Background: an optimization exercise with open tools, aiming at small area and a short achievable clock period. Do not read the settings as production practice.
Function was not checked in any run shown here: the RTL went through the layout flow alone.

==> flow/design.v (outline; a module is shown in full before it is edited, if it fits) <==
// module izhikevich_neuron: 971 lines
module izhikevich_neuron #(parameter DT = 16'h0100)
(
    input wire clk,
    input wire rst,
    input wire [15:0] I,
    output reg spike
);
  // ...
==> flow/flow/run.sh <==
#!/bin/bash
# Layout flow for the hand-mapped datapath.
#  1. the standard synthesis of the RTL (kept for its flip-flops: their
#     names, cell types and reset nets are reused unchanged);
#  2. flow/gen2.py, the same generator that wrote the RTL (same options, see
#     flow/gen_args), writes the same circuit mapped by hand onto sky130 cells:
#     full-adder trees and parallel-prefix adders as designed, instead of
#     Yosys/ABC's re-mapping of them;
#  3. flow/polar.py re-chooses the polarity of the full-adder cells (and picks
#     between a gate and its complement) to drop
#     redundant inverters;
#  4. the standard ORFS flow from floorplan on, with every port buffered by a
#     buf_1 cell.
# Each tool's output goes to a log file of its own in this folder.
set -euo pipefail
W=$(pwd)
R=$W/orfs/results/${FLOW_PLATFORM}/izhikevich_neuron/base
bash standard.sh synth > $W/log_synth.txt 2>&1
cp $R/1_2_yosys.v $W/netlist_standard.v
python3 $W/flow/gen2.py $(cat $W/flow/gen_args) --net $W/netlist_hand.v --std $W/netlist_standard.v > $W/log_gen2.txt 2>&1
python3 $W/flow/polar.py --gates $W/netlist_hand.v $W/netlist_polar.v > $W/log_polar.txt 2>&1
cp $W/netlist_polar.v $R/1_2_yosys.v
touch $R/1_2_yosys.v
export BUFFER_PORTS_ARGS="-buffer_cell sky130_fd_sc_hd__buf_1"
bash standard.sh finish > $W/log_finish.txt 2>&1
==> flow/flow/gen_args <==
--redq dadda --split 1
==> flow/flow/polar.py <==
#!/usr/bin/env python3
"""Re-choose the polarity of full adders in a mapped sky130 netlist.

A full adder is self-dual: FA(~a,~b,~c) = (~sum, ~cout).  Yosys's extract_fa
leaves many inverters between adder cells; this pass removes every inverter
(except ones driving ports), chooses for each fa cell whether it works on
inverted signals, and re-inserts one inverter per signal that is still needed
in the other polarity.  Registers and all other cells are unchanged.
usage: polar.py in.v out.v
"""
import re, sys, random

GATEFLIP = '--gates' in sys.argv
if GATEFLIP:
    sys.argv.remove('--gates')
src = open(sys.argv[1]).read()
m = re.search(r'^\s*module\s+(\S+)\s*\(', src, re.M)
body_start = src.index(';', m.end()) + 1
end = src.rindex('endmodule')
body = src[body_start:end]

inst_re = re.compile(r'^\s*(sky130_fd_sc_hd__\w+)\s+(\S+)\s*\((.*?)\);\s*$', re.S | re.M)
pin_re = re.compile(r'\.(\w+)\(\s*(.*?)\s*\)\s*(?:,|$)', re.S)
OUTPINS = {'X', 'Y', 'Q', 'Q_N', 'SUM', 'COUT', 'HI', 'LO', 'GCLK'}

cells = []
decl_lines = []
pos = 0
for mm in inst_re.finditer(body):
    pre = body[pos:mm.start()]
    decl_lines.append(pre)
    pos = mm.end()
    typ, name, pins = mm.group(1), mm.group(2), mm.group(3)
    conns = [(p, n) for p, n in pin_re.findall(pins)]
    cells.append([typ, name, conns])
tail = body[pos:]
if 'assign' in ''.join(decl_lines) + tail:
    sys.exit('assign statements not supported')

out_ports = set()
for mm in re.finditer(r'^\s*output\s+(\[(\d+):(\d+)\]\s*)?(\S+?)\s*;', src[:end], re.M):
    if mm.group(1):
        hi, lo = int(mm.group(2)), int(mm.group(3))
        for i in range(min(hi, lo), max(hi, lo) + 1):
            out_ports.add(f"{mm.group(4)}[{i}]")
    else:
        out_ports.add(mm.group(4))

A_ = {'and2_1': 6.256, 'nand2_1': 3.7536, 'or2_1': 6.256, 'nor2_1': 3.7536,
      'and2b_1': 7.5072, 'nand2b_1': 6.256, 'or2b_1': 7.5072, 'nor2b_1': 6.256,
      'xor2_1': 8.7584, 'xnor2_1': 8.7584, 'a21o_1': 7.5072, 'a21oi_1': 5.0048,
      'o21a_1': 7.5072, 'o21ai_1': 5.0048, 'o21ai_0': 5.0048, 'a21bo_1': 10.0096,
      'a21boi_0': 7.5072, 'o21ba_1': 10.0096, 'o21bai_1': 7.5072}
PAIRS = [('and2_1', 'nand2_1'), ('or2_1', 'nor2_1'), ('and2b_1', 'nand2b_1'),
         ('or2b_1', 'nor2b_1'), ('xor2_1', 'xnor2_1'), ('a21o_1', 'a21oi_1'),
         ('o21a_1', 'o21ai_1'), ('o21a_1', 'o21ai_0'), ('a21bo_1', 'a21boi_0'),
         ('o21ba_1', 'o21bai_1')]
COMP = {}
for x, y in PAIRS:
    COMP.setdefault(x, y)
    COMP.setdefault(y, x)
def out_pin(t):
    return 'X' if t in ('and2_1', 'or2_1', 'and2b_1', 'or2b_1', 'xor2_1', 'a21o_1', 'o21a_1', 'a21bo_1', 'o21ba_1') else 'Y'

def is_inv(t):
    return re.fullmatch(r'sky130_fd_sc_hd__(clk)?inv_\d+', t) is not None

driver = {}
for ci, (t, n, conns) in enumerate(cells):
    for p, net in conns:
        if p in OUTPINS:
            driver[net] = (ci, p)

removable = set()
for ci, (t, n, conns) in enumerate(cells):
    if is_inv(t):
        d = dict(conns)
        if d['Y'] not in out_ports:
            removable.add(ci)

def root(net):
    par = 0
    seen = 0
    while net in driver and driver[net][0] in removable:
        ci = driver[net][0]
        net = dict(cells[ci][2])['A']
        par ^= 1
        seen += 1
        if seen > 100:
            sys.exit('inverter loop')
    return net, par

# consumers: (cell index, pin index) -> (root, parity)
fa_idx = [ci for ci, c in enumerate(cells) if c[0].startswith('sky130_fd_sc_hd__fa_')]
fa_set = set(fa_idx)
cons = {}   # root -> list of (ci, parity)
pinref = []
for ci, (t, n, conns) in enumerate(cells):
    if ci in removable:
        continue
    for k, (p, net) in enumerate(conns):
        if p in OUTPINS:
            continue
        r, par = root(net)
        pinref.append((ci, k, r, par))
        cons.setdefault(r, []).append((ci, par))
# output ports that are driven through removable inverters are protected above;
# ports driven directly are roots with a parity-0 "consumer"
for net in out_ports:
    r, par = root(net)
    assert par == 0 and r == net
    cons.setdefault(r, []).append((-1, 0))

gate_idx = []
if GATEFLIP:
    for ci, (t, n, conns) in enumerate(cells):
        short = t[len('sky130_fd_sc_hd__'):]
        if ci not in removable and short in COMP:
            gate_idx.append(ci)
gate_set = set(gate_idx)
def gdelta(ci):
    short = cells[ci][0][len('sky130_fd_sc_hd__'):]
    return A_[COMP[short]] - A_[short]
def drv_fa(r):
    d = driver.get(r)
    if d is not None and (d[0] in fa_set or d[0] in gate_set):
        return d[0]
    return None

flip = {ci: 0 for ci in fa_idx + gate_idx}
def root_cost(r):
    f = drv_fa(r)
    nat = flip[f] if f is not None else 0
    for ci, par in cons.get(r, []):
        need = par ^ (flip[ci] if ci in fa_set else 0)
        if need != nat:
            return 1
    return 0

roots_of_fa = {}
for ci in fa_idx:
    rs = set()
    for p, net in cells[ci][2]:
        if p in OUTPINS:
            rs.add(net)
        else:
            rs.add(root(net)[0])
    roots_of_fa[ci] = rs
all_roots = set(cons)
for ci in gate_idx:
    for p, net in cells[ci][2]:
        if p in OUTPINS:
            roots_of_fa[ci] = {net}
def gcost():
    return sum(gdelta(ci) / 3.7536 for ci in gate_idx if flip[ci])
def total():
    return sum(root_cost(r) for r in all_roots) + gcost()

before = len(removable)
best = total()
random.seed(1)
cur = best
best_flip = dict(flip)
for it in range(60):
    improved = True
    while improved:
        improved = False
        for ci in fa_idx + gate_idx:
            rs = roots_of_fa[ci]
            gd = gdelta(ci) / 3.7536 if ci in gate_set else 0.0
            c0 = sum(root_cost(r) for r in rs) + (gd if flip[ci] else 0.0)
            flip[ci] ^= 1
            c1 = sum(root_cost(r) for r in rs) + (gd if flip[ci] else 0.0)
            if c1 < c0:
                cur += c1 - c0
                improved = True
            else:
                flip[ci] ^= 1
    if cur < best:
        best = cur
        best_flip = dict(flip)
    flip = dict(best_flip)
    cur = best
    pool = fa_idx + gate_idx
    for ci in random.sample(pool, max(1, len(pool) // 10)):
        flip[ci] ^= 1
    cur = total()
flip = best_flip
print(f"polar: {len(fa_idx)} fa cells, {len(gate_idx)} gates, {before} inverters removed, cost {best:.2f}, "
      f"{sum(flip[c] for c in fa_idx)} fa cells and {sum(flip[c] for c in gate_idx)} gates flipped", file=sys.stderr)

def esc(n):
    return n + ' ' if n.startswith('\\') else n

# rewrite
newnets = []
invnet = {}
def inv_of(r):
    if r not in invnet:
        nn = f"_pol{len(invnet)}_"
        invnet[r] = nn
        newnets.append(nn)
    return invnet[r]
for ci, k, r, par in pinref:
    f = drv_fa(r)
    nat = flip[f] if f is not None else 0
    need = par ^ (flip[ci] if ci in fa_set else 0)
    p, net = cells[ci][2][k]
    cells[ci][2][k] = (p, r if need == nat else inv_of(r))
out = [src[:body_start]]
out.append(''.join(decl_lines).rstrip('\n') + '\n')
for nn in newnets:
    out.append(f"  wire {nn};\n")
for ci in gate_idx:
    if flip[ci]:
        t = cells[ci][0]
        short = t[len('sky130_fd_sc_hd__'):]
        nt = 'sky130_fd_sc_hd__' + COMP[short]
        op, np_ = out_pin(short), out_pin(COMP[short])
        cells[ci][0] = nt
        cells[ci][2] = [((np_ if p == op else p), net) for p, net in cells[ci][2]]
for ci, (t, n, conns) in enumerate(cells):
    if ci in removable:
        continue
    pins = ",\n".join(f"    .{p}({esc(net)})" for p, net in conns)
    out.append(f"  {t} {n} (\n{pins}\n  );\n")
for i, (r, nn) in enumerate(invnet.items()):
    out.append(f"  sky130_fd_sc_hd__inv_1 _polinv{i}_ (\n    .A({esc(r)}),\n    .Y({nn})\n  );\n")
out.append(tail)
out.append(src[end:])
open(sys.argv[2], 'w').write(''.join(out))
==> flow/standard.sh <==
#!/bin/bash
# synth_recipe.tcl (not shown) runs the flow's synth.tcl, then flattens the netlist and writes it again
# the make line also repeats each setting of config.mk as NAME=value (left out here)
make -C /OpenROAD-flow-scripts/flow DESIGN_CONFIG=/design/flow/config.mk WORK_HOME=/design/flow/orfs CLKGATE_MAP_FILE= SYNTH_SCRIPT=/design/flow/synth_recipe.tcl "${@:-finish}"
==> flow/config.mk <==
export PLATFORM = sky130hd
export DESIGN_NAME = izhikevich_neuron
export DESIGN_NICKNAME = izhikevich_neuron
export VERILOG_FILES = /design/flow/design.v
export SDC_FILE = /design/flow/constraint.sdc
export NUM_CORES = 4
export LEC_CHECK = 0
export CAP_MARGIN = 20
export CORE_MARGIN = 2
export CORE_UTILIZATION = 40
export PLACE_DENSITY = 0.6
export SETUP_SLACK_MARGIN = 4
export SLEW_MARGIN = 20
==> flow/constraint.sdc <==
create_clock -name core_clock -period 12.0 [get_ports {clk}]
set_input_delay 2.4000 -clock core_clock [delete_from_list [all_inputs] [get_ports {clk}]]
set_output_delay 2.4000 -clock core_clock [all_outputs]
set_load 0.01 [all_outputs]
Not shown: flow/flow/gen2.py
==> run summary, run 1 <==
run status complete, no violations; core area 18,000 um^2; Mapped Area 7320 um^2; Setup Fix Bufs, Post-CTS 0; Worst Setup SP v[4]$_DFF_PP0_; Root Buffer clkbuf_16; largest net degree at the start of global routing 35; Final Wtd Congestion 0.809; RSZ-0062 raised after global routing false; routing usage on met3 1.75%; CP Cell Sequence nand2_1 -> fa_1 -> fa_1 -> inv_1 -> fa_1 -> inv_1 -> fa_1 -> xor2_1 -> nand2_1 -> o21ai_1 -> a21oi_1 -> xnor2_1 -> fa_1 -> fa_1 -> xor2_1 -> nand2_1 -> inv_1 -> a21oi_1 -> a21boi_1 -> inv_1 -> a21oi_1 -> xnor2_1 -> or2_1; Multi-input gate area 6260 um^2; FILL cells 1,778; met2 WL 7.48 mm; CTS resizes 0; Layout Utilization 43.7%; Rows 49; Non-clk bufs 20; Reg2Reg Depth 23; wire length on met3 376 um; cts bufs inserted 5; Layout Skew 3.70 ps; Worst-path clk slew 60 ps; post-synthesis instance total 791; CP Launch Type flip-flop; met1 Usage GRT 24.7%; Final #Nets 989; multi-input combinational area share 79.8%; synthesis-to-layout area growth 7.23%; fin area 7850 um^2; Hold EP u[15]$_DFF_PP0_; syn nets 962; clock tree buffer depth 2; hold_ws 624 ps
==> inputs of run 2 (changes only) <==
--- a/flow/flow/run.sh
+++ b/flow/flow/run.sh
@@ -12,3 +12,4 @@
 #  4. the standard ORFS flow from floorplan on, with every port buffered by a
-#     buf_1 cell.
+#     buf_1 cell and the make settings in flow/make_args (the timing repair's
+#     setup-slack target).
 # Each tool's output goes to a log file of its own in this folder.
@@ -24,2 +25,3 @@
 export BUFFER_PORTS_ARGS="-buffer_cell sky130_fd_sc_hd__buf_1"
-bash standard.sh finish > $W/log_finish.txt 2>&1
+# extra make settings for the layout steps (flow/make_args, may be empty)
+bash standard.sh $(cat $W/flow/make_args 2>/dev/null) finish > $W/log_finish.txt 2>&1
--- a/flow/flow/gen2.py
+++ b/flow/flow/gen2.py
@@ -33,2 +33,5 @@
 ap.add_argument('--split', type=int, default=0)
+ap.add_argument('--vx', type=int, default=0)
+ap.add_argument('--redv', default='tdm')
+ap.add_argument('--redu', default='tdm')
 args = ap.parse_args()
@@ -361,3 +364,8 @@
 T0 = 0.6
-v = [inp(f"v[{i}]", T0) for i in range(16)]
+VC = 0xBF00
+if args.vx:
+    # state register vx = v ^ c: every flip-flop resets to 0
+    v = [Sig(f"v[{i}]", f"vx[{i}]", bool((VC >> i) & 1), T0) for i in range(16)]
+else:
+    v = [inp(f"v[{i}]", T0) for i in range(16)]
 u = [inp(f"u[{i}]", T0) for i in range(16)]
@@ -423,3 +431,3 @@
 const += 0x8C00 << 5
-ra, rb = reduce(cols, NV, const)
+ra, rb = reduce(cols, NV, const, args.redv)
 CTX[0] = 'cpa_b'
@@ -439,3 +447,3 @@
 cols[19].append(sp)
-ra, rb = reduce(cols, NU, const)
+ra, rb = reduce(cols, NU, const, args.redu)
 CTX[0] = 'cpa_c'
@@ -449,3 +457,3 @@
     if (C >> i) & 1:
-        vnext.append(gate(lambda a, b: a | b, [sp, vn[i]], f"{sp.rtl} | {vn[i].rtl}", want=False))
+        vnext.append(gate(lambda a, b: a | b, [sp, vn[i]], f"{sp.rtl} | {vn[i].rtl}", want=bool(args.vx)))
     else:
@@ -454,7 +462,7 @@
 
-def dnet(s):
-    """true-polarity net for a flip-flop D pin"""
+def dnet(s, inv=False):
+    """net for a flip-flop D pin (inv: the register holds the complement)"""
     if s in (0, 1):
         raise SystemExit('constant next state')
-    return phys(s, False)[0]
+    return phys(s, inv)[0]
 
@@ -472,2 +480,5 @@
 """
+    if args.vx:
+        hdr = hdr.replace("    reg [15:0] v, u;\n", "    // state: vx = v ^ c, so that every register resets to 0\n"
+                          "    reg [15:0] vx, u;\n    wire [15:0] v = vx ^ 16'hBF00;\n")
     def r(s):
@@ -477,2 +488,3 @@
     un_e = "{" + ", ".join(r(s) for s in reversed(unext)) + "}"
+    VREG, VRST, VNXT = ("vx", "16'h0000", "v_next ^ 16'hBF00") if args.vx else ("v", "16'hBF00", "v_next")
     ftr = f"""
@@ -482,3 +494,3 @@
         if (rst) begin
-            v <= 16'hBF00;
+            {VREG} <= {VRST};
             u <= 16'h0000;
@@ -486,3 +498,3 @@
         end else begin
-            v <= v_next;
+            {VREG} <= {VNXT};
             u <= u_next;
@@ -499,7 +511,13 @@
     assert len(flops) == 33, len(flops)
+    # D nets wanted per register bit, keyed by the flip-flop's instance name
+    vname = 'vx' if args.vx else 'v'
     want = {}
     for i in range(16):
-        want[f"\\v[{i}]"] = dnet(vnext[i])
-        want[f"\\u[{i}]"] = dnet(unext[i])
+        if args.vx:
+            want[f"{vname}[{i}]"] = dnet(vnext[i], bool((VC >> i) & 1))
+        else:
+            want[f"{vname}[{i}]"] = dnet(vnext[i])
+        want[f"u[{i}]"] = dnet(unext[i])
     want["spike"] = dnet(sp)
+    qnet = {}
     rnets = set()
@@ -508,11 +526,15 @@
         pd = dict((p, n.strip()) for p, n in re.findall(r'\.(\w+)\(\s*(.*?)\s*\)', pins, re.S))
-        q = pd['Q']
-        assert q in want, q
+        m = re.fullmatch(r'\\?(\w+(?:\[\d+\])?)\$_DFF_\w+', name.strip())
+        assert m, name
+        key = m.group(1)
+        assert key in want, key
         assert pd['CLK'] == 'clk'
+        qnet[key] = pd['Q']
         rn = pd.get('RESET_B', pd.get('SET_B'))
         rnets.add(rn)
-        pd['D'] = want.pop(q)
+        pd['D'] = want.pop(key)
         ps = ", ".join(f".{p}({esc(n)})" for p, n in pd.items())
         lines.append(f"  {typ} {name} ({ps});")
-    assert not want
+    assert not want, want
+    assert qnet['spike'] == 'spike'
     for rn in rnets:
@@ -528,5 +550,5 @@
            "  input clk;", "  input rst;", "  input [15:0] I;", "  output spike;"]
-    for i in range(16):
-        out.append(f"  wire \\v[{i}] ;")
-        out.append(f"  wire \\u[{i}] ;")
+    for k, q in qnet.items():
+        if q != 'spike':
+            out.append(f"  wire {esc(q)};")
     for rn in rnets:
@@ -536,4 +558,4 @@
     body = "\n".join(N + lines)
-    # netlist refers to v[i]/u[i] as the flip-flop output nets
-    body = re.sub(r'\(([vu])\[(\d+)\]\)', r'(\\\1[\2] )', body)
+    # the datapath refers to the register outputs as v[i]/vx[i]/u[i]
+    body = re.sub(r'\((vx|v|u)\[(\d+)\]\)', lambda m: '(' + esc(qnet[f"{m.group(1)}[{m.group(2)}]"]) + ')', body)
     out.append(body)
==> flow/flow/make_args (new file) <==
SETUP_SLACK_MARGIN=5
--- a/flow/config.mk
+++ b/flow/config.mk
@@ -11,3 +11,2 @@
 export PLACE_DENSITY = 0.6
-export SETUP_SLACK_MARGIN = 4
 export SLEW_MARGIN = 20
==> run 2 against run 1 <==
Against the previous run:
- worst setup slack better by 570 ps
- count of clock-buffer cells in the layout unchanged
- synthesized area unchanged
- highest routed layer unchanged
- non-clock buffer count is the same
- largest cell class unchanged
- global-route usage barely moved
- synthesized cell count unchanged
==> run summary, run 2 <==
run status complete, no violations; worst-path fanout max 14; Final Wtd Congestion 0.809 (unchanged); # H-tree levels 2; yosys warns 1; layout cells sized above 1 5.13%; Hold-fix buffers, CTS 0; largest net degree at the start of global routing 35 (unchanged); CP Cell Sequence nand2_1 -> fa_1 -> fa_1 -> fa_1 -> fa_1 -> xor2_1 -> a21oi_1 -> o21ai_2 -> a21oi_1 -> o21ai_1 -> xor2_2 -> fa_1 -> fa_1 -> fa_1 -> xor2_2 -> nand2_1 -> nor2_1 -> inv_1 -> o21ai_1 -> o21bai_1 -> xor2_1 -> or2_1; most common cell after layout, fill and taps aside nand2_1; delay of the slowest cell on the worst path 740 ps; Tot GR Track Use 17.1%; grt total ovfl 0; vias in the first global route 5,506; Mean Syn Cell Area 9.25 um^2; Clock Latency Late Sink 280 ps; Largest regs u (16), v (16), spike (1); Post-route DRC 0; Final period util 55.1%; clock tree buffer depth 2 (unchanged); Critical Path Most Common Cell fa_1; drt initial violations 203; core area 18,000 um^2 (unchanged); I/O Pins 19; Final #Nets 989 (unchanged); Die Y 139 um; Layout Utilization 44.4% (+0.73 points); CP max stage cell dfstp_2; Setup Fix Bufs, Post-CTS 0 (unchanged); met1 wire length 7.14 mm; most frequent cells in the layout nand2_1 (166), fa_1 (153), xnor2_1 (77), nor2b_1 (67), inv_1 (59); CP Buf/Inv Count 1; fmax 0.151 GHz; Setup CP Type reg2reg; setup TNS 0 ps; Slew headroom 52.8%; max-slew violations 0; Mapped Area 7320 um^2 (unchanged); Clock Sinks 33; Rows 49 (unchanged); Max Used Layer met4; Port Buf Inserts 18; DP Worst Slack 4850 ps; wire length on met3 408 um (+8.5%); Initial Utilization 40.7%; Die ar. 19,400 um^2; Crit. End Element flip-flop; remaining antenna violation count 0; Worst Path Required 12,210 ps; Worst-path clk slew 60 ps (about the same); Initial DRT Pass Iterations 4; initial antenna violation count 0; dpl hpwl 12.4 mm; setup ws final 5390 ps; global-route wire length before repair 27.1 mm; Root Buffer clkbuf_16; Final setup viols 0; post-synthesis instance total 791 (unchanged); DR vias 5,139; synthesis-to-layout area growth 9.03%; per-cell routed wire length 14.6 um; vias per cell 4.90; Arr. time, crit path 6820 ps; CTS tree yes; worst min path class reg2reg; Worst path top cell family by delay adder cells; final hold vios 0; syn nets 962 (unchanged); Layout Skew 3.62 ps (-0.0776 ps); min Tclk post-route 6610 ps; CP Launch Type flip-flop; detailed-route wire length 15.3 mm; diode count 0; met2 WL 7.69 mm (+2.9%); cts bufs inserted 5 (unchanged); Die X 139 um; worst slew pin tran 704 ps; max cap viols 0; RSZ-0062 raised after global routing true
run 2: final cells by class:
| type | count | area, um^2 |
|---|---|---|
| Clock inverter | 1 | 5.00 |
| Inverter | 59 | 221 |
| Timing Repair Buffer | 20 | 82.6 |
| Clock buffer | 7 | 153 |
| Multi-Input combinational cell | 699 | 6370 |
| Sequential cell | 33 | 863 |
| Fill cell | 1755 | 9990 |
| Tap cell | 229 | 287 |
run 2: what timing repair did:
action,CTS,global route
resized for setup,7,23
endpoints found under the setup margin,8,9
pin swaps,0,0
hold endpoints to repair,0,0
run 2: path summary, 6_finish.rpt:
path,cells past startpoint,slack (ps),startpoint,to
worst max-delay path,22,5390,v[13]$_DFF_PP1_,v[15]$_DFF_PP1_
worst min-delay path,2,620,u[15]$_DFF_PP0_,u[15]$_DFF_PP0_
worst max register to register,22,5390,v[13]$_DFF_PP1_,v[15]$_DFF_PP1_
worst min register to register,2,620,u[15]$_DFF_PP0_,u[15]$_DFF_PP0_
max in group asynchronous,3,9450,rst,v[2]$_DFF_PP0_
min in group asynchronous,3,2200,rst,u[11]$_DFF_PP0_
run 2: worst reg2reg max path, delay by kind of cell, from the launching register on:
family | cells | cell delay [ps]
adder cells (fa/ha/maj) | 7 | 3230
AO/OA/AOI/OAI | 6 | 960
XOR/XNOR | 4 | 960
flip-flops | 1 | 740
AND/OR/NAND/NOR | 4 | 580
buffers and inverters | 1 | 50
run 2: per-stage QoR:
stage / cells / area (um^2) / hold slack [ps]
after floorplan: 791 / 7320 / 587
after global placement: 1040 / 7690 / 613
after detailed placement: 1040 / 7690 / 613
after CTS: 1048 / 7860 / 627
after global routing: 1048 / 7980 / 682
final: 1048 / 7980 / 624
run 2: routing by layer:
layer  vias up  track usage [%]
met4         0             1.75
li1       2490                -
met2        52             29.0
met1      2587             24.7
met5         -                0
met3        10             1.75

[separate check: timing with driven ports]
Ports are ideal in the flow. The routed layouts listed here were re-timed in OpenROAD. Step 1 (the two cells are an assumption about what drives the block):
set clk [get_ports {clk}]
set_driving_cell -lib_cell sky130_fd_sc_hd__clkbuf_16 $clk
set_driving_cell -lib_cell sky130_fd_sc_hd__buf_2 [delete_from_list [all_inputs] $clk]
Step 2 times the ports against the registers' clock, not the clock port: input delays grow and output delays shrink by t, the midpoint of the rising clock arrivals with the driver on. Three values: no drivers, after step 1, after step 2; two values: the first two.
run	shift t [ns]	setup slack, ns	slew at the worst register clock pin (ns)	worst slew at a driven data input, ns
run 1	0.320	4.827 / 4.827 / 4.827	0.06 / 0.06	0.04
run 2	0.320	5.392 / 5.392 / 5.392	0.06 / 0.06	0.04
After both steps every run listed still meets setup and hold.
